From an optimization exercise on the open Yosys and OpenROAD flow, aimed at small area; shortcuts taken in it are not production practice.
Only simulation tests tie the RTL to the original design; equivalence was not proved.
The clock port is modelled as an ideal driver; clocking choices that lean on that would not hold on a real chip.
No activity file was given, so power comes from the tool's default toggle rates.

--- design/flow/design.v ---
`timescale 1ns / 1ps
module SevenSegmentLED_(clk,rst,code_in,last,AN_Out,C_Out);
input clk,rst;
input [2:0] code_in;
output reg [2:0] last;      
output reg [7:0] AN_Out;
output reg [6:0] C_Out;
reg [6:0] clkCounter;
reg [2:0] code;
wire slow_tick = &clkCounter[4:0];
always @ (posedge clk or posedge rst)
begin
    if (rst) begin
        clkCounter <= 7'b0110101;
        last <= 3'd7;
        code <= 3'b000;
    end else begin
        clkCounter <= {clkCounter[5:0], (clkCounter[6] ^ clkCounter[2]) & ~slow_tick};
        if (slow_tick) begin
            last <= last + 3'd1;
            code <= code_in;
        end
    end
end
always @*
begin
    case (code)
    3'b000: C_Out = 7'b0000000;
    3'b011: C_Out = 7'b0001100;
    3'b100: C_Out = 7'b1000000;
    3'b101: C_Out = 7'b1111001;
    3'b111: C_Out = 7'b0100100;
    3'b110: C_Out = 7'b0110000;
    default: C_Out = 7'b1111111;
    endcase
    if (code == 3'b000)
        AN_Out = 8'h00;
    else if (code == 3'b001)
        AN_Out = 8'hff;
    else
        case (last)
        3'd0: AN_Out = 8'hfe;
        3'd3: AN_Out = 8'hf7;
        3'd4: AN_Out = 8'hef;
        3'd7: AN_Out = 8'h7f;
        default: AN_Out = 8'hff;
        endcase
end
endmodule
`timescale 1ns / 1ps
module SevenLEDDemo_(clk,rst,squash,p0,p1,AN_Out,C_Out);
input clk,rst;
input squash;
input [1:0] p0;
input [1:0] p1;
output [7:0] AN_Out;
output [6:0] C_Out;
wire [2:0] last;            
reg [2:0] code;             
SevenSegmentLED_ SevenSegmentLED(.clk(clk),.rst(rst),.code_in(code),.last(last),.AN_Out(AN_Out),.C_Out(C_Out));
wire p0_3 = (p0 == 2'b10), p1_3 = (p1 == 2'b10);
always @ (posedge clk)
begin
    if (squash)
        code <= (last == 3'd6) ? {1'b1, p0} : 3'b001;
    else
        case (last)
        3'd7, 3'd1: code <= {1'b1, p1};
        3'd2:       code <= p1_3 ? 3'b111 : p0_3 ? 3'b101 : 3'b010;
        3'd3:       code <= (p0_3 | p1_3) ? 3'b011 : 3'b010;
        3'd4:       code <= (p0 == 2'b00 && p1 == 2'b01) ? 3'b001 : {1'b1, p0};
        3'd6:       code <= {1'b1, p0};
        default:    code <= 3'b001;
        endcase
end
endmodule
`timescale 1ns / 1ps
module clk_divider_(
    input clk_in,
    input rst,
    input [1:0] bs_next,    
    output tick             
    );
reg [9:0] s;
assign tick = (s[9:3] == 7'b1110000) & (s[1:0] == 2'b00);
always @(posedge clk_in or posedge rst)
    if (rst)
        s <= 10'b0010100011;
    else if (tick)
        case (bs_next)
            2'b00: s <= 10'b1110101011;
            2'b01: s <= 10'b0110000111;
            2'b11: s <= 10'b1100101111;
            default: s <= 10'b1100001001;
        endcase
    else
        s <= {s[8:0], s[9] ^ s[2]};
endmodule
`timescale 1ns / 1ps
module lights2_(
    input clock, reset,
    input tick,             
    input squash,
    input [1:0] hits,       
    output [15:0] lights,
    output reg [1:0] score0,
    output reg [1:0] score1,
    output [1:0] bs_next
    );
    reg won;
    reg [3:0] k;
    reg fwd;                
    reg server;
    reg [1:0] er0, er1;
    reg [1:0] bs;
    wire h0 = hits[0], h1 = hits[1], h = h0 | h1, sq = squash;
    wire e0 = er0 == 2'b10;           
    wire e1 = er1 == 2'b10;           
    wire x  = e0 | e1;
    wire s0 = score0 == 2'b10;
    wire s1 = score1 == 2'b10;
    wire kz = k == 4'd0;
    wire kf = k == 4'd15;
    wire play    = ~won & ~x & ~s0 & ~s1;     
    wire win0    = ~won & ~x & s0;
    wire win1    = ~won & ~x & s1;
    wire hit0    = play & kz & fwd & h0;
    wire miss0   = play & kz & fwd & ~h0;
    wire serve0  = play & kz & ~fwd & h0;
    wire leave15 = play & kf & (sq | h1);
    wire hit1    = play & kf & ~sq & h1;
    wire miss1   = play & kf & ~sq & ~fwd & ~h1;
    wire mid     = play & ~kz & ~kf;
    wire restart = won & h;
    wire to0  = (e0 & sq) | (~e0 & e1) | (miss0 & sq) | ((miss0 | miss1) & ~server) |
                (restart & (k[0] | sq));
    wire to15 = (e0 & ~sq) | ((miss0 | miss1) & ~sq & server) | (restart & ~k[0] & ~sq);
    wire up   = serve0 | hit0 | (mid & ~fwd);
    wire down = leave15 | (mid & fwd);
    wire clr_e  = x | win0 | win1;
    wire clr_s  = (e0 & sq) | (miss0 & sq) | restart;
    wire inc_s0 = (~e0 & e1) | (hit0 & sq) | miss1;
    wire inc_s1 = (e0 & ~sq) | (miss0 & ~sq);
    wire brst = clr_e | miss0 | miss1 | restart;
    wire binc = hit0 | hit1;
    assign bs_next = brst ? 2'b00 : binc ? {bs[1] | bs[0], ~bs[1]} : bs;
    function [1:0] jinc(input [1:0] v);
        jinc = {v[0], ~v[1]};
    endfunction
    assign lights = won ? {16{k[0]}} : (16'd1 << k);
    always @(posedge clock or posedge reset) begin
        if (reset) begin
            won <= 1'b0; k <= 4'd0; fwd <= 1'b0; server <= 1'b0;
            er0 <= 2'd0; er1 <= 2'd0; score0 <= 2'd0; score1 <= 2'd0; bs <= 2'd0;
        end else if (tick) begin
            if (to0) begin won <= 1'b0; k <= 4'd0; fwd <= 1'b0; end
            else if (to15) begin won <= 1'b0; k <= 4'd15; fwd <= 1'b1; end
            else if (win0) begin won <= 1'b1; k[0] <= 1'b0; end
            else if (win1) begin won <= 1'b1; k[0] <= 1'b1; end
            else if (up) begin k <= k + 4'd1; fwd <= 1'b0; end
            else if (down) begin k <= k - 4'd1; fwd <= 1'b1; end
            if (clr_e) begin er0 <= 2'b00; er1 <= 2'b00; end
            else if (mid) begin
                if (h0) er0 <= jinc(er0);
                if (h1) er1 <= jinc(er1);
            end
            if (clr_s) begin score0 <= 2'b00; score1 <= 2'b00; end
            else begin
                if (inc_s0) score0 <= jinc(score0);
                if (inc_s1) score1 <= jinc(score1);
            end
            if (miss0 & sq) server <= 1'b0;
            else if (miss0 | miss1) server <= 1'b1;
            bs <= bs_next;
        end
    end
endmodule
`timescale 1ns / 1ps
module newfinalmodule2_(clk, squash, reset, hits, lights_tolight, AN_Out, C_Out);
    input clk, squash, reset;
    input [1:0] hits;
    output [15:0] lights_tolight;
    output [7:0] AN_Out;
    output [6:0] C_Out;
    wire tick;
    wire [1:0] bs_next;
    wire [1:0] score0, score1;
    lights2_ LIGHTS(.clock(clk), .reset(reset), .tick(tick), .squash(squash), .hits(hits),
                    .lights(lights_tolight), .score0(score0), .score1(score1), .bs_next(bs_next));
    clk_divider_ MAINCLK(.clk_in(clk), .rst(reset), .bs_next(bs_next), .tick(tick));
    SevenLEDDemo_ DISPLAY(.clk(clk), .rst(reset), .squash(squash), .p0(score0), .p1(score1),
                          .AN_Out(AN_Out), .C_Out(C_Out));
endmodule
--- design/flow/flow/run.sh ---
#!/bin/bash
# Layout flow: the standard synthesis, then an area-oriented re-mapping of its
# combinational logic with Yosys/ABC (the registers keep their cells and
# names; the smallest of several ABC runs is kept), then the standard layout
# with port buffers of the smallest buffer, a clock tree of clkbuf_4 cells
# without dummy loads, and clkbuf_8 in place of the tree buffers whose
# flip-flops would otherwise see too slow a clock edge.
# Each tool writes its full output to a log file of its own in this folder.
set -euo pipefail
RES=orfs/results/${FLOW_PLATFORM}/newfinalmodule2_/base
LIB=${FLOW_HOME}/platforms/sky130hd/lib/sky130_fd_sc_hd__tt_025C_1v80.lib
export TMPDIR=$PWD/tmp
mkdir -p $TMPDIR
LAYOUT_ARGS=("BUFFER_PORTS_ARGS=-buffer_cell sky130_fd_sc_hd__buf_1"
  "CTS_ARGS=-sink_clustering_enable -repair_clock_nets -dont_use_dummy_load -buf_list sky130_fd_sc_hd__clkbuf_4 -root_buf sky130_fd_sc_hd__clkbuf_4")

bash standard.sh synth > 1_synth_standard.log 2>&1

# re-map the combinational logic
cp $RES/1_2_yosys.v 1_2_yosys_standard.v
python3 flow/remap.py $LIB 1_2_yosys_standard.v remap_in.v > remap_convert.log 2>&1
run_remap() {
  local seed=$1
  sed "s/@SEED@/$seed/" flow/area.abc > remap_$seed.abc
  cat > remap_$seed.ys <<EOT
read_liberty -lib $LIB
read_verilog remap_in.v
hierarchy -top $FLOW_TOP
proc; opt -purge
techmap; opt -purge
abc -liberty $LIB $(cat flow/dont_use.txt) -script $PWD/remap_$seed.abc
opt_clean -purge
hilomap -singleton -hicell sky130_fd_sc_hd__conb_1 HI -locell sky130_fd_sc_hd__conb_1 LO
splitnets
insbuf -buf sky130_fd_sc_hd__buf_1 A X
opt_clean -purge
tee -o remap_$seed.stat stat -liberty $LIB
check -assert
write_verilog -noattr -noexpr -nohex -nodec remap_out_$seed.v
EOT
  yosys -s remap_$seed.ys > remap_yosys_$seed.log 2>&1 || true
}
for round in "1 2 3 4" "5 6 7 8"; do
  for s in $round; do run_remap $s & done
  wait
done
best=""; best_area=""
for s in 1 2 3 4 5 6 7 8; do
  [[ -f remap_out_$s.v ]] || continue
  a=$(sed -n "s/.*Chip area for module .*: //p" remap_$s.stat | tail -1)
  echo "seed $s area $a" >> remap_choice.log
  if [[ -z "$best" ]] || awk "BEGIN{exit !($a < $best_area)}"; then best=$s; best_area=$a; fi
done
echo "kept seed $best area $best_area" >> remap_choice.log
cp remap_out_$best.v $RES/1_2_yosys.v
rm -f $RES/1_synth.odb $RES/1_synth.sdc
bash standard.sh synth > 1_synth_odb.log 2>&1

bash standard.sh "${LAYOUT_ARGS[@]}" cts > 2_layout_to_cts.log 2>&1
openroad -no_init -exit flow/clock_buffers.tcl > 3_clock_buffers.log 2>&1
bash standard.sh "${LAYOUT_ARGS[@]}" finish > 4_layout_finish.log 2>&1
--- design/flow/flow/area.abc ---
strash
&get -n
&deepsyn -T 60 -S @SEED@
&put
dch -f
amap
topo
--- design/flow/flow/clock_buffers.tcl ---
# Swap clock tree buffers (clkbuf_4) for clkbuf_8 where the flip-flop clock
# pins they drive would see a slow edge, then legalise the placement.
set res orfs/results/$::env(FLOW_PLATFORM)/newfinalmodule2_/base
set platform $::env(FLOW_HOME)/platforms/$::env(FLOW_PLATFORM)
read_liberty $platform/lib/sky130_fd_sc_hd__tt_025C_1v80.lib
read_db $res/4_cts.odb
read_sdc $res/4_cts.sdc
source $platform/setRC.tcl
set_propagated_clock [all_clocks]
set block [ord::get_db_block]
for {set pass 0} {$pass < 8} {incr pass} {
  estimate_parasitics -placement
  set worst_slew 0
  set worst_buf ""
  foreach inst [$block getInsts] {
    if {[[$inst getMaster] getName] ne "sky130_fd_sc_hd__clkbuf_4"} continue
    if {![string match "clkbuf_*" [$inst getName]]} continue
    set net [[[$inst findITerm X] getNet] getName]
    foreach pin [get_pins -of_objects [get_nets $net]] {
      if {[get_property $pin direction] ne "input"} continue
      set s [get_property $pin slew_max]
      if {$s > $worst_slew} { set worst_slew $s; set worst_buf [$inst getName] }
    }
  }
  puts "pass $pass: worst slew [format %.4f $worst_slew] ns behind $worst_buf"
  if {$worst_slew <= 0.115 || $worst_buf eq ""} break
  puts "resizing $worst_buf to sky130_fd_sc_hd__clkbuf_8"
  replace_cell $worst_buf sky130_fd_sc_hd__clkbuf_8
}
detailed_placement
check_placement -verbose
write_db $res/4_cts.odb
--- design/flow/flow/dont_use.txt ---
-dont_use sky130_fd_sc_hd__lpflow_bleeder_1 -dont_use sky130_fd_sc_hd__lpflow_clkbufkapwr_1 -dont_use sky130_fd_sc_hd__lpflow_clkbufkapwr_16 -dont_use sky130_fd_sc_hd__lpflow_clkbufkapwr_2 -dont_use sky130_fd_sc_hd__lpflow_clkbufkapwr_4 -dont_use sky130_fd_sc_hd__lpflow_clkbufkapwr_8 -dont_use sky130_fd_sc_hd__lpflow_clkinvkapwr_1 -dont_use sky130_fd_sc_hd__lpflow_clkinvkapwr_16 -dont_use sky130_fd_sc_hd__lpflow_clkinvkapwr_2 -dont_use sky130_fd_sc_hd__lpflow_clkinvkapwr_4 -dont_use sky130_fd_sc_hd__lpflow_clkinvkapwr_8 -dont_use sky130_fd_sc_hd__lpflow_decapkapwr_12 -dont_use sky130_fd_sc_hd__lpflow_decapkapwr_3 -dont_use sky130_fd_sc_hd__lpflow_decapkapwr_4 -dont_use sky130_fd_sc_hd__lpflow_decapkapwr_6 -dont_use sky130_fd_sc_hd__lpflow_decapkapwr_8 -dont_use sky130_fd_sc_hd__lpflow_inputiso0n_1 -dont_use sky130_fd_sc_hd__lpflow_inputiso0p_1 -dont_use sky130_fd_sc_hd__lpflow_inputiso1n_1 -dont_use sky130_fd_sc_hd__lpflow_inputiso1p_1 -dont_use sky130_fd_sc_hd__lpflow_inputisolatch_1 -dont_use sky130_fd_sc_hd__lpflow_isobufsrc_1 -dont_use sky130_fd_sc_hd__lpflow_isobufsrc_16 -dont_use sky130_fd_sc_hd__lpflow_isobufsrc_2 -dont_use sky130_fd_sc_hd__lpflow_isobufsrc_4 -dont_use sky130_fd_sc_hd__lpflow_isobufsrc_8 -dont_use sky130_fd_sc_hd__lpflow_isobufsrckapwr_16 -dont_use sky130_fd_sc_hd__lpflow_lsbuf_lh_hl_isowell_tap_1 -dont_use sky130_fd_sc_hd__lpflow_lsbuf_lh_hl_isowell_tap_2 -dont_use sky130_fd_sc_hd__lpflow_lsbuf_lh_hl_isowell_tap_4 -dont_use sky130_fd_sc_hd__lpflow_lsbuf_lh_isowell_4 -dont_use sky130_fd_sc_hd__lpflow_lsbuf_lh_isowell_tap_1 -dont_use sky130_fd_sc_hd__lpflow_lsbuf_lh_isowell_tap_2 -dont_use sky130_fd_sc_hd__lpflow_lsbuf_lh_isowell_tap_4 -dont_use sky130_fd_sc_hd__probe_p_8 -dont_use sky130_fd_sc_hd__probec_p_8 
--- design/flow/flow/remap.py ---
#!/usr/bin/env python3
"""Turn the combinational standard cells of a gate netlist back into assign
statements (from the cells' liberty functions) so that Yosys/ABC can map the
logic again. Sequential cells are left as they are, with their names.
usage: remap.py LIBERTY IN.v OUT.v"""
import re, sys

def liberty_cells(path):
    text = open(path).read()
    cells = {}
    for m in re.finditer(r'\n\s*cell\s*\(\s*"?([\w]+)"?\s*\)\s*\{', text):
        name = m.group(1)
        i = m.end(); depth = 1
        while depth:
            c = text[i]
            if c == '{': depth += 1
            elif c == '}': depth -= 1
            i += 1
        body = text[m.end():i]
        seq = re.search(r'\n\s*(ff|latch|ff_bank|statetable)\s*\(', body) is not None
        outs = {}
        for pm in re.finditer(r'\n\s*pin\s*\(\s*"?(\w+)"?\s*\)\s*\{', body):
            j = pm.end(); d = 1
            while d:
                c = body[j]
                if c == '{': d += 1
                elif c == '}': d -= 1
                j += 1
            pb = body[pm.end():j]
            if re.search(r'direction\s*:\s*"?output', pb):
                fm = re.search(r'\n\s*function\s*:\s*"([^"]*)"', pb)
                outs[pm.group(1)] = fm.group(1) if fm else None
        cells[name] = (seq, outs)
    return cells

def main():
    lib, src, dst = sys.argv[1:4]
    cells = liberty_cells(lib)
    text = open(src).read()
    inst_re = re.compile(r'^(\s*)(sky130_\w+)\s+(\\\S+\s|\S+)\s*\((.*?)\);', re.S | re.M)
    conn_re = re.compile(r'\.(\w+)\s*\(\s*(.*?)\s*\)\s*(?:,|$)', re.S)
    out = []; pos = 0; n = 0
    for m in inst_re.finditer(text):
        cell = m.group(2)
        seq, outs = cells[cell]
        if seq or not outs or any(f is None for f in outs.values()):
            continue
        conns = {}
        for cm in conn_re.finditer(m.group(4).strip()):
            e = cm.group(2)
            if e.startswith('\\') and not e.endswith(' '):
                e = e + ' '
            conns[cm.group(1)] = e
        lines = []
        for pin, f in outs.items():
            if pin not in conns or conns[pin].strip() == '':
                continue
            expr = re.sub(r'\b([A-Za-z_]\w*)\b', lambda t: '(' + conns[t.group(1)] + ')', f)
            expr = expr.replace('!', '~').replace('+', '|')
            lines.append('%sassign %s = %s;' % (m.group(1), conns[pin], expr))
        out.append(text[pos:m.start()]); out.append('\n'.join(lines)); pos = m.end(); n += 1
    out.append(text[pos:])
    open(dst, 'w').write(''.join(out))
    print('converted %d cells' % n)

main()
--- design/flow/standard.sh ---
#!/bin/bash
# synth_recipe.tcl (not shown) runs the flow's synth.tcl, then flattens the netlist and writes it again
# the make line also repeats each setting of config.mk as NAME=value (left out here)
make -C /OpenROAD-flow-scripts/flow DESIGN_CONFIG=/design/flow/config.mk WORK_HOME=/design/flow/orfs CLKGATE_MAP_FILE= SYNTH_SCRIPT=/design/flow/synth_recipe.tcl "${@:-finish}"
--- design/flow/config.mk ---
export PLATFORM = sky130hd
export DESIGN_NAME = newfinalmodule2_
export DESIGN_NICKNAME = newfinalmodule2_
export VERILOG_FILES = /design/flow/design.v
export SDC_FILE = /design/flow/constraint.sdc
export NUM_CORES = 4
export LEC_CHECK = 0
export CAP_MARGIN = 20
export CORE_MARGIN = 2
export CORE_UTILIZATION = 40
export SLEW_MARGIN = 20
--- design/flow/constraint.sdc ---
create_clock -name core_clock -period 10.0 [get_ports {clk}]
set_input_delay 2.0000 -clock core_clock [delete_from_list [all_inputs] [get_ports {clk}]]
set_output_delay 2.0000 -clock core_clock [all_outputs]
set_load 0.01 [all_outputs]
==> run_results.csv, run 1 <==
group,metric,value,unit
status,outcome,"finished clean",
route,wire_per_inst,12.4,um
pwr,peakVddDrop,0.0000680,V
flow_run,drv_cap,0,
finish,area_growth,12.5,%
yosys,syn-instance-count,258,
floorplanning,die_w,76.3,um
global_route,grt_max_degree,41,
global_route,grt_pass1_wl,8000,um
global_route,grt-ovfl-total,0,
finish,drive_gt1_share,5.76,%
route,drt_first_iter_violations,105,
critical_path,cp_data_required_time,10200,ps
critical_path,critical_path_class,"reg2reg",
global_route,grt_usage,16.9,%
sta,drv_slew,0,
global_route,antenna_found_initial,0,
clock_network,cts_resized,0,
global_route,grt_pass1_vias,1738,
clock_network,post_cts_buffers,0,
clock_network,tritoncts,"yes",
critical_path,cp.arrival,4450,ps
finish,design_area,2350,um^2
sta,rsz0062_at_grt,"no",
finish,regArea,1070,um^2
yosys,synth_area_per_cell,8.10,um^2
floorplanning,start_util,41.2,%
route,ant_nets,0,
sta,fmax,235,MHz
placement,port_buffers,35,
sta,period_minus_slack,4250,ps
floorplanning,fp.dieArea,5820,um^2
route,via_per_inst,5.13,
critical_path,critPathMaxFanout,9,
clock_network,cts_root_buffer,"clkbuf_4",
route,drt-total-wl,4530,um
sta,finalSetupViolations,0,
clock_network,clock_sinks,43,
placement,hpwl,3390,um
floorplanning,die_h,76.3,um
route,num_vias,1871,
clock_network,clock_path_buffers,2,
clock_network,cts_max_level,2,
finish,fill_cells,510,
yosys,synth_fp_nets,263,
critical_path,worstSetupStartpointType,"flip-flop",
worst_hold_path,min_path_type,"reg2reg",
sta,tightest_slew,842,ps
clock_network,clock_latency,340,ps
pwr,p_per_area,118,nW/um^2
yosys,ys_warn_count,4,
clock_network,cts_made_buffers,5,
finish,antennaDiodeCount,0,
critical_path,end_kind,"flip-flop",
floorplanning,row_count,26,
sta,finalHoldViolations,0,
sta,clock_skew,28.9,ps
route,first_pass_iters,4,
placement,place_congestion,0.875,
floorplanning,ios,36,
route,drc,0,
yosys,synth_area,2090,um^2
finish,multiInputGateArea,858,um^2
pwr,leakage,0.913,nW
sta,fin_crit_sh,42.5,%
floorplanning,core-area,5070,um^2
sta,relSlewSlack,43.4,%
sta,setup_tns,0,ps
clock_network,cts_hold_buf,0,
clock_network,path_clk_slew,90,ps
finish,nNetsFinal,302,
placement,placed_area,2300,um^2
==> metal layers <==
layer	track usage [%]	up-vias	share of wire [%]
li1	-	948	-
met1	23.7	849	49
met2	25.8	68	45
met3	2.84	6	5.5
met4	7.45	0	1.3
met5	0	-	0
==> final cells by class <==
class                   count  share of cell area [%]
flip-flops and latches     43                    45.7
well taps                  70                    3.72
inverters                  38                    6.06
clock buffers               5                    2.13
multi-input cells         173                    36.5
repair buffers             36                    5.90
==> path summary, 6_finish.rpt <==
check,end,cells past startpoint,from,slack (ps)
max,MAINCLK.s[3],14,MAINCLK.s[1],5750
min reg2reg,DISPLAY.SevenSegmentLED.clkCounter[5],0,DISPLAY.SevenSegmentLED.clkCounter[4],370
min in group asynchronous,DISPLAY.SevenSegmentLED.code[2],3,reset,1730
max reg2reg,MAINCLK.s[3],14,MAINCLK.s[1],5750
min,DISPLAY.SevenSegmentLED.clkCounter[5],0,DISPLAY.SevenSegmentLED.clkCounter[4],370
max in group asynchronous,MAINCLK.s[0],3,reset,7890
==> stage by stage <==
stage | utilization (%) | total power, mW | instances | hold slack (ps) | setup WS (ps)
2_1_floorplan | - | 0.191 | 258 | 354 | 6190
3_3_place_gp | 45.4 | 0.197 | 360 | 360 | 5840
3_5_place_dp | 45.4 | 0.197 | 360 | 359 | 5760
4_1_cts | 46.1 | 0.273 | 365 | 379 | 5720
5_1_grt | 46.4 | 0.290 | 365 | 380 | 5400
6_report | 46.4 | 0.278 | 365 | 374 | 5750
==> layout by cell type, fill, tap and decap left out, types with 4 or more instances in the layout <==
cell type	n
clkinv_1	38
o21ai_0	11
o22a_1	4
a21oi_1	14
nor3_1	9
nand2_1	13
dfrtp_1	29
o22ai_1	10
buf_1	35
a31oi_1	8
nor2_1	74
dfstp_2	11
or2_0	4
==> worst max-delay path, cell delays in order, from the launching register on <==
cell	delay (ps)
dfstp_2	390
or4_1	500
or4_1	630
nor2_1	450
or3_1	310
nor2_1	90
nand2_1	90
nor2_1	60
nor2_1	210
clkinv_1	240
or3_1	380
a211oi_1	220
nor2b_1	230
and2_0	260
a21oi_1	60
==> power breakdown <==
part	switching [mW]	internal (mW)	total [mW]
combinational	0.0113	0.00431	0.0156
sequential	0.00199	0.176	0.178
clock	0.0521	0.0321	0.0842
==> registers in the layout, summed over array words and instances, names as in the netlist <==
signal / flops
MAINCLK.s: 10
DISPLAY.SevenSegmentLED.clkCounter: 7
LIGHTS.k: 4
DISPLAY.SevenSegmentLED.code: 3
DISPLAY.SevenSegmentLED.last: 3
DISPLAY.code: 3
LIGHTS.bs: 2
LIGHTS.er0: 2
LIGHTS.er1: 2
LIGHTS.score0: 2
LIGHTS.score1: 2
LIGHTS.fwd: 1
LIGHTS.server: 1
LIGHTS.won: 1
==> run 2: changes to the inputs <==
--- a/design/flow/design.v
+++ b/design/flow/design.v
@@ -3,9 +3,11 @@
 input clk,rst;
 input [2:0] code_in;
-output reg [2:0] last;      
+output [2:0] last;          
 output reg [7:0] AN_Out;
 output reg [6:0] C_Out;
 reg [6:0] clkCounter;
 reg [2:0] code;
+reg [2:0] nlast;            
+assign last = ~nlast;
 wire slow_tick = &clkCounter[4:0];
 always @ (posedge clk or posedge rst)
@@ -13,10 +15,10 @@
     if (rst) begin
         clkCounter <= 7'b0110101;
-        last <= 3'd7;
+        nlast <= 3'd0;
         code <= 3'b000;
     end else begin
         clkCounter <= {clkCounter[5:0], (clkCounter[6] ^ clkCounter[2]) & ~slow_tick};
         if (slow_tick) begin
-            last <= last + 3'd1;
+            nlast <= nlast - 3'd1;
             code <= code_in;
         end
@@ -27,14 +29,14 @@
     case (code)
     3'b000: C_Out = 7'b0000000;
-    3'b011: C_Out = 7'b0001100;
     3'b100: C_Out = 7'b1000000;
     3'b101: C_Out = 7'b1111001;
-    3'b111: C_Out = 7'b0100100;
-    3'b110: C_Out = 7'b0110000;
+    3'b001: C_Out = 7'b0100100;
+    3'b010: C_Out = 7'b0110000;
+    3'b011: C_Out = 7'b0001100;
     default: C_Out = 7'b1111111;
     endcase
     if (code == 3'b000)
         AN_Out = 8'h00;
-    else if (code == 3'b001)
+    else if (code == 3'b110)
         AN_Out = 8'hff;
     else
@@ -60,16 +62,18 @@
 SevenSegmentLED_ SevenSegmentLED(.clk(clk),.rst(rst),.code_in(code),.last(last),.AN_Out(AN_Out),.C_Out(C_Out));
 wire p0_3 = (p0 == 2'b10), p1_3 = (p1 == 2'b10);
+wire [2:0] dig0 = {~p0[1], p0[1] & ~p0[0], p0[0]};
+wire [2:0] dig1 = {~p1[1], p1[1] & ~p1[0], p1[0]};
 always @ (posedge clk)
 begin
     if (squash)
-        code <= (last == 3'd6) ? {1'b1, p0} : 3'b001;
+        code <= (last == 3'd6) ? dig0 : 3'b110;
     else
         case (last)
-        3'd7, 3'd1: code <= {1'b1, p1};
-        3'd2:       code <= p1_3 ? 3'b111 : p0_3 ? 3'b101 : 3'b010;
-        3'd3:       code <= (p0_3 | p1_3) ? 3'b011 : 3'b010;
-        3'd4:       code <= (p0 == 2'b00 && p1 == 2'b01) ? 3'b001 : {1'b1, p0};
-        3'd6:       code <= {1'b1, p0};
-        default:    code <= 3'b001;
+        3'd7, 3'd1: code <= dig1;
+        3'd2:       code <= p1_3 ? 3'b001 : p0_3 ? 3'b101 : 3'b111;
+        3'd3:       code <= (p0_3 | p1_3) ? 3'b011 : 3'b111;
+        3'd4:       code <= (p0 == 2'b00 && p1 == 2'b01) ? 3'b110 : dig0;
+        3'd6:       code <= dig0;
+        default:    code <= 3'b110;
         endcase
 end
--- a/design/flow/flow/run.sh
+++ b/design/flow/flow/run.sh
@@ -41,10 +41,10 @@
   yosys -s remap_$seed.ys > remap_yosys_$seed.log 2>&1 || true
 }
-for round in "1 2 3 4" "5 6 7 8"; do
+for round in "1 2 3 4" "5 6 7 8" "9 10 11 12"; do
   for s in $round; do run_remap $s & done
   wait
 done
 best=""; best_area=""
-for s in 1 2 3 4 5 6 7 8; do
+for s in 1 2 3 4 5 6 7 8 9 10 11 12; do
   [[ -f remap_out_$s.v ]] || continue
   a=$(sed -n "s/.*Chip area for module .*: //p" remap_$s.stat | tail -1)
==> run 2 against run 1 <==
  * Clock skew shrank 2.4 ps
  * Sequential share of layout area grew 0.73 points
  * Critical path depth shrank 4
  * Sequential power grew about 30%
  * Critical endpoint is now LIGHTS.k[2]
  * Largest power group unchanged
==> run_results.csv, run 2 <==
group,metric,value,unit
floorplanning,row_count,26,
finish,final_cell_mix,"71 x nor2_1, 37 x clkinv_1, 35 x buf_1",
route,via_per_inst,5.09,
sta,tightest_slew,623,ps
finish,area_growth,12.8,%
sta,fmax,261,MHz
sta,rsz0062_at_grt,"no",
route,wire_per_inst,12.0,um
floorplanning,start_util,40.8,%
placement,port_buffers,35,
finish,antennaDiodeCount,0,
worst_hold_path,min_path_type,"reg2reg",
placement,placed_area,2260,um^2
yosys,ys_warn_count,4,
finish,fill_cells,520,
clock_network,path_clk_slew,80,ps
global_route,grt_pass1_wl,7110,um
sta,drv_slew,0,
critical_path,end_kind,"flip-flop",
pwr,leakage,0.921,nW
sta,clock_skew,26.5,ps
finish,regArea,1070,um^2
critical_path,cp.arrival,4030,ps
finish,reg_top3,"MAINCLK.s: 10 flops, DISPLAY.SevenSegmentLED.clkCounter: 7 flops, LIGHTS.k: 4 flops",
pwr,pwr-share-seq,56.7,%
sta,period_minus_slack,3840,ps
critical_path,crit_path_top_delay_cell,"nor2_1",
yosys,synth_area_per_cell,8.15,um^2
finish,design_area,2310,um^2
clock_network,cts_root_buffer,"clkbuf_4",
critical_path,worstSetupStartpointType,"primary input",
sta,relSlewSlack,58.3,%
yosys,syn-instance-count,251,
clock_network,cts_max_level,2,
pwr,p_per_area,177,nW/um^2
clock_network,cts_made_buffers,5,
floorplanning,core-area,5010,um^2
critical_path,ff2ff_setup_slack,6890,ps
worst_hold_path,hold_depth,0,
placement,hpwl,3160,um
sta,finalHoldViolations,0,
sta,setup_tns,0,ps
yosys,synth_area,2050,um^2
finish,layout_commonest_cell,"nor2_1",
route,drc,0,
status,outcome,"finished clean",
clock_network,cts_resized,0,
finish,multiInputGateArea,821,um^2
sta,fin_crit_sh,38.4,%
floorplanning,die_h,75.5,um
route,drt-total-wl,4280,um
global_route,antenna_found_initial,0,
global_route,grt_usage,16.5,%
flow_run,drv_cap,0,
clock_network,post_cts_buffers,0,
pwr,p_sw_share,33.0,%
finish,regMostFlops,"MAINCLK.s",
critical_path,critPathMaxFanout,10,
global_route,grt_max_degree,41,
finish,nNetsFinal,295,
pwr,p_clk_share,19.8,%
clock_network,clock_latency,340,ps
route,ant_nets,0,
global_route,grt-ovfl-total,0,
global_route,grt_pass1_vias,1546,
critical_path,rr_startpoint,"MAINCLK.s[1]",
route,num_vias,1821,
worst_hold_path,whs_endpoint,"DISPLAY.SevenSegmentLED.clkCounter[5]",
critical_path,r2r_cells,13,
route,first_pass_iters,4,
floorplanning,ios,36,
floorplanning,fp.dieArea,5700,um^2
critical_path,path_cells,"buf_1 -> clkinv_1 -> a21oi_1 -> a311oi_1 -> nor2_1 -> clkinv_1 -> nor2_1 -> clkinv_1 -> o221ai_1 -> nor2_1",
route,drt_first_iter_violations,80,
floorplanning,die_w,75.5,um
critical_path,critical_path_class,"in2reg",
placement,place_congestion,0.916,
critical_path,cp_data_required_time,10190,ps
finish,drive_gt1_share,4.86,%
pwr,combPwrFrac,23.5,%
critical_path,rr_endpoint,"LIGHTS.k[2]",
pwr,p_switching,0.135,mW
critical_path,cp_slowest_stage_delay,500,ps
clock_network,cts_hold_buf,0,
worst_hold_path,worstHoldStart,"DISPLAY.SevenSegmentLED.clkCounter[4]",
finish,largest_reg_flops,10,
pwr,internal_power,0.274,mW
sta,finalSetupViolations,0,
clock_network,tritoncts,"yes",
pwr,peakVddDrop,0.000115,V
clock_network,clock_path_buffers,2,
yosys,synth_fp_nets,256,
clock_network,clock_sinks,43,
run 2: cell types whose count changed in the layout (fill, tap and decap cells not counted), moves of 3 or more:
cell / change
dfrtp_1: +3
dfstp_2: -3
a211oi_1: +3
a31oi_1: -3
nand3_1: +3
nor2_1: -3
o22ai_1: -5
run 2: how the worst max path moves through the flow:
stage	end	cells past startpoint	slack, ps	startpoint
CTS	LIGHTS.k[2]	11	6220	hits[0]
detailed placement	LIGHTS.k[2]	11	5840	hits[0]
global route	LIGHTS.k[2]	11	5800	hits[0]
floorplan	LIGHTS.fwd	10	6290	hits[0]
finish	LIGHTS.k[2]	10	6160	hits[1]
global placement	LIGHTS.k[2]	11	5890	hits[0]
run 2: metrics by stage:
step	util [%]	hold WS (ps)	worst slack (ps)	cells	power [mW]
after detailed placement	45.1	360	5840	353	0.331
after CTS	45.8	379	6220	358	0.405
after global placement	45.1	357	5890	353	0.332
after floorplan	-	354	6290	251	0.301
final	46.1	371	6160	358	0.409
after global routing	46.1	377	5800	358	0.446
run 2: critical path: cells and delay by family:
family	cells	cell delay (ps)
buf+inv	4	550
simple gates	3	820
compound gates	3	650
run 2: power groups by stage:
stage,sequential [mW],combinational [mW],clock (mW)
2_1_floorplan,0.229,0.0724,0
3_3_place_gp,0.236,0.0968,0
3_5_place_dp,0.234,0.0964,0
4_1_cts,0.232,0.0962,0.0766
5_1_grt,0.238,0.115,0.0934
6_report,0.232,0.0961,0.0812
run 2: metal layers:
layer  vias to the layer above  track usage, %  part of all wire [%]
met5                         -               0                     0
met4                         0            5.07                   1.6
met3                        10            4.76                   5.7
met2                        50            24.5                    44
met1                       843            23.5                    49
li1                        918               -                     -
run 2: final cells by class:
| class | count | share of cell area [%] |
|---|---|---|
| Tap cell | 70 | 3.80 |
| Sequential cell | 43 | 46.4 |
| Clock buffer | 5 | 2.17 |
| Inverter | 37 | 6.02 |
| Timing Repair Buffer | 36 | 6.02 |
| Multi-Input combinational cell | 167 | 35.6 |
==> run 3: changes to the inputs <==
--- a/design/flow/flow/run.sh
+++ b/design/flow/flow/run.sh
@@ -21,13 +21,13 @@
 python3 flow/remap.py $LIB 1_2_yosys_standard.v remap_in.v > remap_convert.log 2>&1
 run_remap() {
-  local seed=$1
-  sed "s/@SEED@/$seed/" flow/area.abc > remap_$seed.abc
-  cat > remap_$seed.ys <<EOT
+  local tag=$1 seed=$2 input=$3
+  sed "s/@SEED@/$seed/" flow/area.abc > remap_$tag.abc
+  cat > remap_$tag.ys <<EOT
 read_liberty -lib $LIB
-read_verilog remap_in.v
+read_verilog $input
 hierarchy -top $FLOW_TOP
 proc; opt -purge
 techmap; opt -purge
-abc -liberty $LIB $(cat flow/dont_use.txt) -script $PWD/remap_$seed.abc
+abc -liberty $LIB $(cat flow/dont_use.txt) -script $PWD/remap_$tag.abc
 opt_clean -purge
 hilomap -singleton -hicell sky130_fd_sc_hd__conb_1 HI -locell sky130_fd_sc_hd__conb_1 LO
@@ -35,22 +35,32 @@
 insbuf -buf sky130_fd_sc_hd__buf_1 A X
 opt_clean -purge
-tee -o remap_$seed.stat stat -liberty $LIB
+tee -o remap_$tag.stat stat -liberty $LIB
 check -assert
-write_verilog -noattr -noexpr -nohex -nodec remap_out_$seed.v
+write_verilog -noattr -noexpr -nohex -nodec remap_out_$tag.v
 EOT
-  yosys -s remap_$seed.ys > remap_yosys_$seed.log 2>&1 || true
+  yosys -s remap_$tag.ys > remap_yosys_$tag.log 2>&1 || true
 }
+best=""; best_area=""
+pick() {
+  local tag=$1
+  [[ -f remap_out_$tag.v ]] || return 0
+  local a=$(sed -n "s/.*Chip area for module .*: //p" remap_$tag.stat | tail -1)
+  echo "$tag area $a" >> remap_choice.log
+  if [[ -z "$best" ]] || awk "BEGIN{exit !($a < $best_area)}"; then best=$tag; best_area=$a; fi
+}
+# pass 1: from the standard synthesis, 12 seeds, 4 at a time
 for round in "1 2 3 4" "5 6 7 8" "9 10 11 12"; do
-  for s in $round; do run_remap $s & done
+  for s in $round; do run_remap p1s$s $s remap_in.v & done
   wait
 done
-best=""; best_area=""
-for s in 1 2 3 4 5 6 7 8 9 10 11 12; do
-  [[ -f remap_out_$s.v ]] || continue
-  a=$(sed -n "s/.*Chip area for module .*: //p" remap_$s.stat | tail -1)
-  echo "seed $s area $a" >> remap_choice.log
-  if [[ -z "$best" ]] || awk "BEGIN{exit !($a < $best_area)}"; then best=$s; best_area=$a; fi
+for s in 1 2 3 4 5 6 7 8 9 10 11 12; do pick p1s$s; done
+# pass 2: from the best of pass 1, 8 seeds
+python3 flow/remap.py $LIB remap_out_$best.v remap_in2.v > remap_convert2.log 2>&1
+for round in "1 2 3 4" "5 6 7 8"; do
+  for s in $round; do run_remap p2s$s $s remap_in2.v & done
+  wait
 done
-echo "kept seed $best area $best_area" >> remap_choice.log
+for s in 1 2 3 4 5 6 7 8; do pick p2s$s; done
+echo "kept $best area $best_area" >> remap_choice.log
 cp remap_out_$best.v $RES/1_2_yosys.v
 rm -f $RES/1_synth.odb $RES/1_synth.sdc
==> run 3 against run 2 <==
  * Die area fell by 0.58%
  * Clock power shrank 5.7%
  * Wire length is 1.4% lower
  * Worst setup slack better by 28 ps
  * Register-to-register slack got worse by 390 ps
  * Highest routed layer unchanged
==> run_results.csv, run 3 <==
group,metric,value,unit
finish,nNetsFinal,288,
sta,clock_skew,16.2,ps
worst_hold_path,hold_depth,0,
critical_path,rr_startpoint,"MAINCLK.s[8]",
clock_network,cts_root_buffer,"clkbuf_4",
sta,finalSetupViolations,0,
floorplanning,core-area,4820,um^2
route,drc,0,
floorplanning,ios,36,
clock_network,tritoncts,"yes",
pwr,leakage,0.919,nW
critical_path,endpoint,"lights_tolight[6]",
placement,dp.cells,343,
finish,instances_no_fill,348,
pwr,pwr-share-seq,66.4,%
critical_path,ff2ff_setup_slack,6500,ps
route,wire_per_inst,12.1,um
sta,fmax,263,MHz
critical_path,end_kind,"output port",
critical_path,r2r_cells,12,
clock_network,clock_path_buffers,2,
critical_path,critical_path_class,"reg2out",
pwr,p_per_area,117,nW/um^2
route,drt-total-wl,4220,um
finish,fill_cells,506,
placement,place_ws,6210,ps
global_route,grt-ovfl-total,0,
yosys,syn-instance-count,243,
placement,place_congestion,0.908,
sta,period_minus_slack,3810,ps
route,ant_nets,0,
global_route,grt_pass1_vias,1601,
finish,layout_commonest_cell,"nor2_1",
clock_network,cts_max_level,2,
floorplanning,die_w,75.3,um
pwr,power,0.267,mW
flow_run,drv_cap,0,
floorplanning,fp.dieArea,5670,um^2
global_route,grt_usage,16.5,%
finish,antennaDiodeCount,0,
sta,relSlewSlack,54.1,%
status,outcome,"finished clean",
finish,utilization,47.6,%
critical_path,worstSetupStartpointType,"flip-flop",
clock_network,clock_latency,340,ps
route,drt_first_iter_violations,170,
route,num_vias,1798,
route,first_pass_iters,4,
route,via_per_inst,5.17,
floorplanning,start_util,42.2,%
worst_hold_path,min_path_type,"reg2reg",
finish,largest_reg_flops,10,
clock_network,post_cts_buffers,0,
clock_network,cts_hold_buf,0,
sta,drv_slew,0,
pwr,p_switching,0.0598,mW
clock_network,path_clk_slew,100,ps
pwr,combPwrFrac,4.9,%
critical_path,cp.arrival,1810,ps
pwr,internal_power,0.207,mW
pwr,peakVddDrop,0.0000607,V
sta,finalHoldViolations,0,
global_route,antenna_found_initial,0,
clock_network,cts_resized,0,
yosys,synth_fp_nets,248,
finish,regMostFlops,"MAINCLK.s",
yosys,ys_warn_count,4,
critical_path,critPathMaxFanout,8,
placement,hpwl,3220,um
floorplanning,row_count,25,
yosys,synth_area,2030,um^2
global_route,grt_max_degree,41,
finish,reg_top3,"MAINCLK.s: 10 flops, DISPLAY.SevenSegmentLED.clkCounter: 7 flops, LIGHTS.k: 4 flops",
critical_path,rr_endpoint,"LIGHTS.k[3]",
sta,setup_tns,0,ps
global_route,grt_pass1_wl,7150,um
finish,drive_gt1_share,5.34,%
pwr,p_sw_share,22.4,%
pwr,p_clk_share,28.7,%
finish,multiInputGateArea,827,um^2
placement,port_buffers,35,
sta,rsz0062_at_grt,"no",
sta,tightest_slew,672,ps
sta,fin_crit_sh,38.1,%
finish,regArea,1070,um^2
critical_path,cp_data_required_time,8000,ps
sta,fin_ws,6190,ps
finish,area_growth,12.7,%
critical_path,cp-startpoint,"LIGHTS.won",
clock_network,cts_made_buffers,5,
finish,final_cell_mix,"60 x nor2_1, 35 x buf_1, 32 x dfrtp_1, 32 x clkinv_1, 16 x nand2_1",
yosys,synth_area_per_cell,8.37,um^2
floorplanning,die_h,75.3,um
clock_network,clock_sinks,43,
[run 3: changes by cell type in the layout (fill, tap and decap cells not counted), sizes merged, moves of 2 or more]
cell and delta:
or3 +2, o21ai +2, o22a -2, a31oi -3, o21a +4, o221ai +2, nor2 -11, clkinv -5
a21o +2
[run 3: layout make-up]
type                    instances  share of cell area (%)
multi-input cells             164                    36.1
repair buffers                 37                    6.39
inverters                      32                    5.24
well taps                      67                    3.66
clock buffers                   5                    1.91
flip-flops and latches         43                    46.7
[run 3: per-layer routing]
metal	share of wire (%)	wire length [um]	vias up	global-route usage [%]
met2	44	1870	42	24.1
met4	1.8	78	0	7.21
met1	51	2140	838	24.0
li1	-	-	909	-
met5	0	0	-	0
met3	3.3	141	9	3.17
[run 3: power by group through the flow]
stage | clock [mW] | combinational (mW) | sequential (mW)
after detailed placement | 0 | 0.0134 | 0.181
after floorplan | 0 | 0.00896 | 0.180
after global placement | 0 | 0.0135 | 0.181
after CTS | 0.0763 | 0.0135 | 0.178
final | 0.0766 | 0.0132 | 0.177
after global routing | 0.0879 | 0.0151 | 0.178
[run 3: through the flow]
stage | hold slack, ps | instance area (um^2)
global route | 383 | 2290
CTS | 374 | 2290
finish | 370 | 2290
detailed placement | 357 | 2250
global placement | 355 | 2250
floorplan | 354 | 2030
[run 3: worst max-delay path, cell delays in order, from the launching register on]
cell,delay [ps]
dfrtp_1,510
clkinv_1,240
nor2_1,270
a31oi_1,140
nor2_1,130
buf_1,170
[run 3: how the worst min path moves through the flow]
stage                                          startpoint                               endpoint
floorplan           DISPLAY.SevenSegmentLED.clkCounter[4]  DISPLAY.SevenSegmentLED.clkCounter[5]
global placement    DISPLAY.SevenSegmentLED.clkCounter[4]  DISPLAY.SevenSegmentLED.clkCounter[5]
detailed placement  DISPLAY.SevenSegmentLED.clkCounter[4]  DISPLAY.SevenSegmentLED.clkCounter[5]
CTS                 DISPLAY.SevenSegmentLED.clkCounter[0]  DISPLAY.SevenSegmentLED.clkCounter[1]
global route        DISPLAY.SevenSegmentLED.clkCounter[4]  DISPLAY.SevenSegmentLED.clkCounter[5]
finish              DISPLAY.SevenSegmentLED.clkCounter[4]  DISPLAY.SevenSegmentLED.clkCounter[5]
==> run 4: changes to the inputs <==
--- a/design/flow/flow/run.sh
+++ b/design/flow/flow/run.sh
@@ -62,4 +62,10 @@
 done
 for s in 1 2 3 4 5 6 7 8; do pick p2s$s; done
+python3 flow/remap.py $LIB remap_out_$best.v remap_in3.v > remap_convert3.log 2>&1
+for round in "1 2 3 4" "5 6 7 8"; do
+  for s in $round; do run_remap p3s$s $s remap_in3.v & done
+  wait
+done
+for s in 1 2 3 4 5 6 7 8; do pick p3s$s; done
 echo "kept $best area $best_area" >> remap_choice.log
 cp remap_out_$best.v $RES/1_2_yosys.v
==> run 4 against run 3 <==
  * Cell area shrank 0.55%
  * Sequential share of layout area is 0.26 points higher
  * Flip-flop and latch count unchanged
  * First-iteration DRC count fell by 29%
  * Die area shrank 0.53%
  * Non-clock buffer count fell by 1
  * Final cell count shrank 0.57%
  * Worst setup slack got worse by 520 ps
  * Sequential power is about 30% higher
  * Critical path type is now reg2reg
==> run_results.csv, run 4 <==
group,metric,value,unit
status,outcome,"finished clean",
finish,utilization,47.6,%
worst_hold_path,hold_depth,0,
global_route,antenna_found_initial,0,
route,drc,0,
worst_hold_path,min_path_type,"reg2reg",
sta,fin_ws,5670,ps
clock_network,cts_max_level,2,
clock_network,cts_made_buffers,5,
pwr,p_per_area,172,nW/um^2
pwr,p_clk_share,20.6,%
critical_path,end_kind,"flip-flop",
global_route,grt-ovfl-total,0,
route,first_pass_iters,4,
floorplanning,row_count,25,
worst_hold_path,whs_endpoint,"DISPLAY.SevenSegmentLED.clkCounter[5]",
pwr,combPwrFrac,20.9,%
sta,rsz0062_at_grt,"no",
pwr,peakVddDrop,0.0000900,V
yosys,synth_area,2020,um^2
critical_path,r2r_cells,13,
sta,finalSetupViolations,0,
critical_path,cp_top_family,"simple AND/OR/NAND/NOR gates",
placement,placed_area,2230,um^2
critical_path,worstSetupStartpointType,"flip-flop",
finish,nNetsFinal,286,
yosys,synth_fp_nets,247,
sta,fin_crit_sh,43.3,%
global_route,grt_pass1_wl,6710,um
route,ant_nets,0,
placement,place_ws,5610,ps
sta,holdWs,368,ps
finish,area_growth,12.7,%
sta,drv_slew,0,
route,wire_per_inst,11.8,um
sta,setup_tns,0,ps
clock_network,path_clk_slew,100,ps
critical_path,cp_data_required_time,10170,ps
floorplanning,die_h,75.1,um
floorplanning,fp.dieArea,5640,um^2
clock_network,clock_sinks,43,
critical_path,path_buf_inv,4,
pwr,leakage,0.909,nW
finish,drive_gt1_share,5.02,%
sta,fmax,231,MHz
pwr,p_sw_share,31.1,%
global_route,grt_usage,15.5,%
critical_path,cp_slowest_stage_delay,520,ps
critical_path,ff2ff_setup_slack,5670,ps
clock_network,cts_hold_buf,0,
route,drt_first_iter_violations,121,
critical_path,rr_endpoint,"LIGHTS.k[3]",
sta,tightest_slew,949,ps
floorplanning,start_util,42.2,%
placement,place_congestion,0.914,
clock_network,cts_resized,0,
placement,port_buffers,35,
finish,layout_commonest_cell,"nor2_1",
global_route,grt_max_degree,41,
placement,hpwl,3080,um
sta,finalHoldViolations,0,
route,num_vias,1776,
sta,relSlewSlack,35.1,%
flow_run,drv_cap,0,
placement,dp.cells,341,
finish,regMostFlops,"MAINCLK.s",
critical_path,path_cells,"or4_1 -> nor3_1 -> nor4bb_1 -> clkinv_1 -> or2_0 -> nor3_1 -> clkinv_1 -> o22ai_1 -> clkinv_1 -> nor2_1 -> clkinv_1 -> o221ai_1 -> nor2_1",
clock_network,cts_root_buffer,"clkbuf_4",
clock_network,post_cts_buffers,0,
critical_path,crit_path_top_delay_cell,"or4_1",
finish,antennaDiodeCount,0,
floorplanning,ios,36,
pwr,p_switching,0.122,mW
sta,period_minus_slack,4330,ps
floorplanning,core-area,4790,um^2
critical_path,critPathMaxFanout,9,
yosys,ys_warn_count,4,
floorplanning,die_w,75.1,um
critical_path,cp.arrival,4500,ps
yosys,synth_area_per_cell,8.36,um^2
critical_path,rr_startpoint,"MAINCLK.s[4]",
critical_path,critical_path_class,"reg2reg",
finish,design_area,2280,um^2
yosys,syn-instance-count,242,
pwr,internal_power,0.270,mW
pwr,power,0.392,mW
worst_hold_path,worstHoldStart,"DISPLAY.SevenSegmentLED.clkCounter[4]",
finish,instances_no_fill,346,
sta,clock_skew,26.7,ps
critical_path,path_common_cell,"clkinv_1",
finish,final_cell_mix,"63 x nor2_1, 35 x buf_1, 32 x dfrtp_1, 32 x clkinv_1, 17 x o21ai_0",
route,via_per_inst,5.13,
clock_network,clock_path_buffers,2,
clock_network,tritoncts,"yes",
pwr,pwr-share-seq,58.5,%
global_route,grt_pass1_vias,1513,
finish,largest_reg_flops,10,
route,drt-total-wl,4070,um
finish,reg_top3,"MAINCLK.s: 10 flops, DISPLAY.SevenSegmentLED.clkCounter: 7 flops, LIGHTS.k: 4 flops",
clock_network,clock_latency,330,ps
[run 4: cell type report]
cell class                 count  area, um^2
clock buffer                   5        50.0
fill                         464        2510
inverter                      32         120
multi-input combinational    163         816
sequential                    43        1070
tap                           67        83.8
timing repair buffer          36         139
[run 4: worst max-delay path by stage]
| stage | from | to | cells after the start |
|---|---|---|---|
| floorplan | hits[0] | MAINCLK.s[3] | 10 |
| global placement | MAINCLK.s[4] | LIGHTS.k[3] | 13 |
| detailed placement | hits[1] | MAINCLK.s[3] | 11 |
| CTS | MAINCLK.s[4] | LIGHTS.k[1] | 13 |
| global route | MAINCLK.s[4] | LIGHTS.k[3] | 13 |
| finish | MAINCLK.s[4] | LIGHTS.k[3] | 13 |
[run 4: worst reg2reg max path, delay by kind of cell (launching register included)]
kind / cells / cell delay [ps]
AND/OR/NAND/NOR: 7 / 2040
buffers and inverters: 4 / 910
AO/OA/AOI/OAI: 2 / 820
flip-flops: 1 / 390
[run 4: power by group through the flow]
stage / Clock [mW] / Combinational [mW] / Sequential (mW)
floorplan: 0 / 0.0623 / 0.226
finish: 0.0807 / 0.0821 / 0.230
detailed placement: 0 / 0.0826 / 0.233
global route: 0.0916 / 0.0937 / 0.235
CTS: 0.0760 / 0.0826 / 0.230
global placement: 0 / 0.0831 / 0.234
[run 4: metal layers]
layer	vias to the layer above	global-route usage (%)	wire, um
met2	48	23.5	1780
met3	4	3.75	197
met1	819	21.8	2040
li1	905	-	-
met5	-	0	0
met4	0	5.16	44
==> run 5: changes to the inputs <==
--- a/design/flow/flow/run.sh
+++ b/design/flow/flow/run.sh
@@ -68,4 +68,10 @@
 done
 for s in 1 2 3 4 5 6 7 8; do pick p3s$s; done
+python3 flow/remap.py $LIB remap_out_$best.v remap_in4.v > remap_convert4.log 2>&1
+for round in "1 2 3 4" "5 6 7 8"; do
+  for s in $round; do run_remap p4s$s $s remap_in4.v & done
+  wait
+done
+for s in 1 2 3 4 5 6 7 8; do pick p4s$s; done
 echo "kept $best area $best_area" >> remap_choice.log
 cp remap_out_$best.v $RES/1_2_yosys.v
==> run 5 against run 4 <==
  * Sequential share of layout area unchanged
  * Worst setup slack stayed put
  * Largest cell class unchanged
  * First-iteration DRC count did not move
  * Largest power group unchanged
  * Fmax is the same
  * Clock skew stayed put
  * Synthesized cell count is the same
  * Still clean
  * Clock-buffer cell count is the same
  * Highest routed layer unchanged
==> run_results.csv, run 5 <==
group,metric,value,unit
clock_network,cts_root_buffer,"clkbuf_4",
clock_network,clock_path_buffers,2,
critical_path,crit_path_top_delay_cell,"or4_1",
placement,place_congestion,0.914,
clock_network,cts_max_level,2,
critical_path,r2r_cells,13,
finish,drive_gt1_share,5.02,%
global_route,grt_usage,15.5,%
clock_network,cts_made_buffers,5,
pwr,leakage,0.909,nW
sta,relSlewSlack,35.1,%
critical_path,cp.arrival,4500,ps
route,top_layer,"met4",
sta,period_minus_slack,4330,ps
floorplanning,die_w,75.1,um
floorplanning,fp.dieArea,5640,um^2
floorplanning,core-area,4790,um^2
critical_path,ff2ff_setup_slack,5670,ps
sta,drv_slew,0,
sta,fin_crit_sh,43.3,%
finish,final_cell_mix,"63 x nor2_1, 35 x buf_1, 32 x dfrtp_1, 32 x clkinv_1, 17 x o21ai_0",
finish,regMostFlops,"MAINCLK.s",
critical_path,path_cells,"or4_1 -> nor3_1 -> nor4bb_1 -> clkinv_1 -> or2_0 -> nor3_1 -> clkinv_1 -> o22ai_1 -> clkinv_1 -> nor2_1 -> clkinv_1 -> o221ai_1 -> nor2_1",
route,via_per_inst,5.13,
critical_path,worstSetupStartpointType,"flip-flop",
clock_network,post_cts_buffers,0,
worst_hold_path,whs_endpoint,"DISPLAY.SevenSegmentLED.clkCounter[5]",
clock_network,tritoncts,"yes",
pwr,peakVddDrop,0.0000900,V
floorplanning,row_count,25,
status,outcome,"finished clean",
route,route.layer.met1.wl,2040,um
finish,reg_top3,"MAINCLK.s: 10 flops, DISPLAY.SevenSegmentLED.clkCounter: 7 flops, LIGHTS.k: 4 flops",
route,drt-total-wl,4070,um
critical_path,cp_top_family,"simple AND/OR/NAND/NOR gates",
finish,largest_reg_flops,10,
sta,setup_tns,0,ps
worst_hold_path,worstHoldStart,"DISPLAY.SevenSegmentLED.clkCounter[4]",
route,wl_met2,1780,um
clock_network,cts_resized,0,
critical_path,critPathMaxFanout,9,
global_route,grt_pass1_wl,6710,um
global_route,grt_max_degree,41,
finish,layout_commonest_cell,"nor2_1",
route,drt_first_iter_violations,121,
clock_network,path_clk_slew,100,ps
worst_hold_path,min_path_type,"reg2reg",
critical_path,rr_startpoint,"MAINCLK.s[4]",
critical_path,end_kind,"flip-flop",
floorplanning,start_util,42.2,%
clock_network,cts_hold_buf,0,
pwr,p_per_area,172,nW/um^2
critical_path,cp-startpoint,"MAINCLK.s[4]",
finish,fill_cells,464,
clock_network,clock_sinks,43,
sta,tightest_slew,949,ps
floorplanning,ios,36,
critical_path,cp_data_required_time,10170,ps
critical_path,rr_endpoint,"LIGHTS.k[3]",
finish,antennaDiodeCount,0,
route,drc,0,
critical_path,cp_slowest_stage_delay,520,ps
placement,port_buffers,35,
yosys,synth_fp_nets,247,
placement,place_ws,5610,ps
flow_run,drv_cap,0,
route,met3WireLength,197,um
yosys,syn-instance-count,242,
route,ant_nets,0,
route,wire_per_inst,11.8,um
global_route,grt-ovfl-total,0,
critical_path,path_buf_inv,4,
worst_hold_path,hold_depth,0,
yosys,synth_area_per_cell,8.36,um^2
sta,finalHoldViolations,0,
finish,nNetsFinal,286,
critical_path,path_common_cell,"clkinv_1",
finish,area_growth,12.7,%
critical_path,critical_path_class,"reg2reg",
yosys,synth_area,2020,um^2
yosys,ys_warn_count,4,
route,num_vias,1776,
placement,hpwl,3080,um
route,first_pass_iters,4,
global_route,grt_pass1_vias,1513,
clock_network,clock_latency,330,ps
floorplanning,die_h,75.1,um
sta,finalSetupViolations,0,
sta,fmax,231,MHz
sta,rsz0062_at_grt,"no",
sta,clock_skew,26.7,ps
global_route,antenna_found_initial,0,
sta,fin_ws,5670,ps
run 5: cell counts in the layout (fill, tap and decap cells not counted):
No cell type changed its count.
run 5: how the worst max path moves through the flow:
stage               cells past startpoint           end
floorplan                              10  MAINCLK.s[3]
global placement                       13   LIGHTS.k[3]
detailed placement                     11  MAINCLK.s[3]
CTS                                    13   LIGHTS.k[1]
global route                           13   LIGHTS.k[3]
finish                                 13   LIGHTS.k[3]
run 5: area by class of cell:
cell class	count	area, um^2	share of cell area [%]
clock buffers	5	50.0	2.20
multi-input cells	163	816	35.8
repair buffers	36	139	6.09
inverters	32	120	5.27
well taps	67	83.8	3.68
flip-flops and latches	43	1070	47.0
run 5: layer usage:
layer,vias to the layer above,global-route usage (%)
met5,-,0
met4,0,5.16
met3,4,3.75
met2,48,23.5
met1,819,21.8
li1,905,-
run 5: power breakdown:
| group | internal (mW) | leakage (nW) | switching (mW) |
|---|---|---|---|
| Sequential | 0.209 | 0.529 | 0.0210 |
| Clock | 0.0321 | 0.0282 | 0.0486 |
| Combinational | 0.0297 | 0.352 | 0.0524 |
run 5: per-stage QoR:
step	cells	power (mW)	cell area [um^2]	util, %	hold slack [ps]
after floorplan	242	0.289	2020	-	354
after global placement	341	0.317	2230	46.6	357
after detailed placement	341	0.316	2230	46.6	357
after CTS	346	0.389	2270	47.4	356
after global routing	346	0.420	2280	47.6	377
final	346	0.392	2280	47.6	368

-- what the ideal ports hide --
Ports are ideal in the flow. The routed layouts listed here were re-timed in OpenROAD. Step 1: set_driving_cell puts a clkbuf_16 on clk and a buf_2 on each other input, an assumption about the parent block. Step 2 also shifts input and output timing later by t, the mid clock arrival at the registers, as if the neighbouring blocks saw the same clock. a / b / c = ideal / step 1 / step 2; a / b = the first two.
| run | t (ns) | setup WS [ns] | latest minus earliest clock arrival (ns) | worst register clock-pin slew, ns | worst data-port slew with drivers (ns) |
|---|---|---|---|---|---|
| run 1 | 0.355 | 5.747 / 5.747 / 5.736 | 0.029 / 0.029 | 0.10 / 0.10 | 0.03 |
| run 2 | 0.352 | 6.165 / 6.170 / 5.818 | 0.027 / 0.027 | 0.10 / 0.10 | 0.03 |
| run 3 | 0.355 | 6.192 / 6.169 / 6.150 | 0.016 / 0.017 | 0.10 / 0.10 | 0.03 |
| run 4 | 0.341 | 5.674 / 5.674 / 5.649 | 0.027 / 0.027 | 0.10 / 0.10 | 0.03 |
| run 5 | 0.341 | 5.674 / 5.674 / 5.649 | 0.027 / 0.027 | 0.10 / 0.10 | 0.03 |
After both steps setup and hold are still met in every run listed. For run 2, which loses most, drivers alone change the setup slack by +0.005 ns; drivers and shift together by -0.347 ns.
